What follows belongs to an exercise in optimizing a design on an open flow for small area and a short achievable clock period; a production flow would make more cautious choices.
The RTL was checked by simulation tests, not by an equivalence proof against the original design.

==> v30 <==
==> flow/design.v (excerpt) <==
module det_4x4(
    input clk,
    input [127:0] A,
    output reg signed [7:0] det,
    output reg overflow_flag
);
==> flow/config.mk <==
export PLATFORM = sky130hd
export DESIGN_NAME = det_4x4
export DESIGN_NICKNAME = det_4x4
export VERILOG_FILES = /design/flow/design.v
export SDC_FILE = /design/flow/constraint.sdc
export NUM_CORES = 4
export LEC_CHECK = 0
export ABC_AREA = 1
export CAP_MARGIN = 20
export CORE_MARGIN = 2
export CORE_UTILIZATION = 45
export PLACE_DENSITY = 0.6
export SLEW_MARGIN = 20
export SYNTH_HIERARCHICAL = 1
export SYNTH_MINIMUM_KEEP_SIZE = 0
==> flow/constraint.sdc <==
create_clock -name core_clock -period 45.0 [get_ports {clk}]
set_input_delay 9.0000 -clock core_clock [delete_from_list [all_inputs] [get_ports {clk}]]
set_output_delay 9.0000 -clock core_clock [all_outputs]
set_load 0.01 [all_outputs]
standard.sh (not shown) runs the stock make flow with config.mk's settings and CLKGATE_MAP_FILE= SYNTH_SCRIPT=/design/flow/synth_recipe.tcl, a recipe that flattens the netlist after the stock synthesis.
==> flow/flow/run.sh <==
#!/bin/bash
# The standard layout (the standard.sh, unchanged ORFS steps), with two
# optimisation settings passed to ORFS through the environment:
#  - the timing repair steps aim for a larger setup slack than the default,
#    so repair_timing sizes and buffers the slow high-fanout nets;
#  - the port buffers that buffer_ports inserts on every input and output are
#    buf_4 cells instead of the delay-cell buffer it picks by default.
set -euo pipefail
export SETUP_SLACK_MARGIN=24.5
export BUFFER_PORTS_ARGS="-buffer_cell sky130_fd_sc_hd__buf_4"
bash standard.sh > standard_make.log 2>&1
==> inputs of v28, as changes to v30 <==
--- a/flow/flow/run.sh
+++ b/flow/flow/run.sh
@@ -7,5 +7,5 @@
 #    buf_4 cells instead of the delay-cell buffer it picks by default.
 set -euo pipefail
-export SETUP_SLACK_MARGIN=24.5
+export SETUP_SLACK_MARGIN=24.75
 export BUFFER_PORTS_ARGS="-buffer_cell sky130_fd_sc_hd__buf_4"
 bash standard.sh > standard_make.log 2>&1
==> summary.txt <==
outcome no timing/DRC/antenna violations; met3 WL 53100 um; Via density 6.42; met2 WL post-DR 158000 um; met1 Use GR 58.7%; Slowest-stage cell, CP fa_1; final WL 386000 um; most frequent cells in the layout 2335 x nand2_1, 1426 x fa_1, 1166 x xor2_1
That was v28.
==> summary.txt <==
outcome no timing/DRC/antenna violations; met3 WL 52900 um; Reg area between 150 and 200 um^2; busiest grt layer met2; met2 WL post-DR 157000 um; number of antenna violations at the first check in global routing 20; final instance area 78100 um^2; final sequential cell count 9; Via density 6.45; most frequent cells in the layout 2347 x nand2_1, 1446 x fa_1, 1176 x xor2_1
That was v30.

* * *

==> 02-15 <==
Another version of the RTL of det_4x4 (not shown whole).
export LEC_CHECK = 0
export ABC_AREA = 1
export CAP_MARGIN = 20
export CORE_MARGIN = 2
export CORE_UTILIZATION = 55
export PLACE_DENSITY = 0.7
export SLEW_MARGIN = 20
export SYNTH_HIERARCHICAL = 1
export SYNTH_MINIMUM_KEEP_SIZE = 0
create_clock -name core_clock -period 45.0 [get_ports {clk}]
==> flow/flow/run.sh <==
#!/bin/bash
# The standard layout (the standard.sh, unchanged ORFS steps), with two
# optimisation settings passed to ORFS through the environment:
#  - the timing repair steps aim for a larger setup slack than the default,
#    so repair_timing sizes and buffers the slow high-fanout nets;
#  - the port buffers that buffer_ports inserts on every input and output are
#    buf_4 cells instead of the delay-cell buffer it picks by default.
set -euo pipefail
export SETUP_SLACK_MARGIN=23.5
export BUFFER_PORTS_ARGS="-buffer_cell sky130_fd_sc_hd__buf_4"
bash standard.sh > standard_make.log 2>&1
==> inputs of 09-06, as changes to 02-15 <==
--- a/flow/flow/run.sh
+++ b/flow/flow/run.sh
@@ -8,3 +8,3 @@
 set -euo pipefail
-export SETUP_SLACK_MARGIN=23.5
+export SETUP_SLACK_MARGIN=24
 export BUFFER_PORTS_ARGS="-buffer_cell sky130_fd_sc_hd__buf_4"
==> summary.txt <==
* M1 WL at 124,000 um
* Post-route minimum period at 21.27 ns
* Buffers excl. clock at 330
* Status: finished clean
* Setup ws final at 23.73 ns
* Launch point of the worst path: A[11]
Source of the figures above: 02-15

==> summary.txt <==
* Status: finished clean
* Primary FF master, synth: dfxtp_1
* Share of layout cells above drive strength 1 at 0.0806
* Setup ws final at 24.21 ns
* Post-route minimum period at 20.79 ns
* M1 WL at 125,000 um
* Launch point of the worst path: A[9]
Source of the figures above: 09-06

-- afterwards: timing with drivers on the ports --
In the flow no input, the clock included, has a driving cell. The finished layouts below were timed again as built, in two steps. Step 1 sets driving cells, clkbuf_16 on the clock port and buf_2 on the other inputs (assumed; they add their load-dependent delay and slew). Step 2 moves the port delays by t, midway between the first and last clock arrival at a register: inputs arrive t later, outputs are due t later. That takes back most of the time a late clock gives input paths. Three values: ideal ports, drivers, drivers and shift; two values: the first two.
run | t (ns) | slack for setup (ns) | worst data-port slew with drivers (ns)
v30 | 0.308 | 24.698 / 24.702 / 24.394 | 0.18
v28 | 0.306 | 24.857 / 24.777 / 24.471 | 0.19
02-15 | 0.283 | 23.728 / 23.703 / 23.420 | 0.17
09-06 | 0.281 | 24.213 / 24.156 / 23.875 | 0.17
After both steps setup and hold are still met in every run listed. The setup slack of v28, which loses most, moves by -0.080 ns with the drivers and by -0.386 ns with both steps.
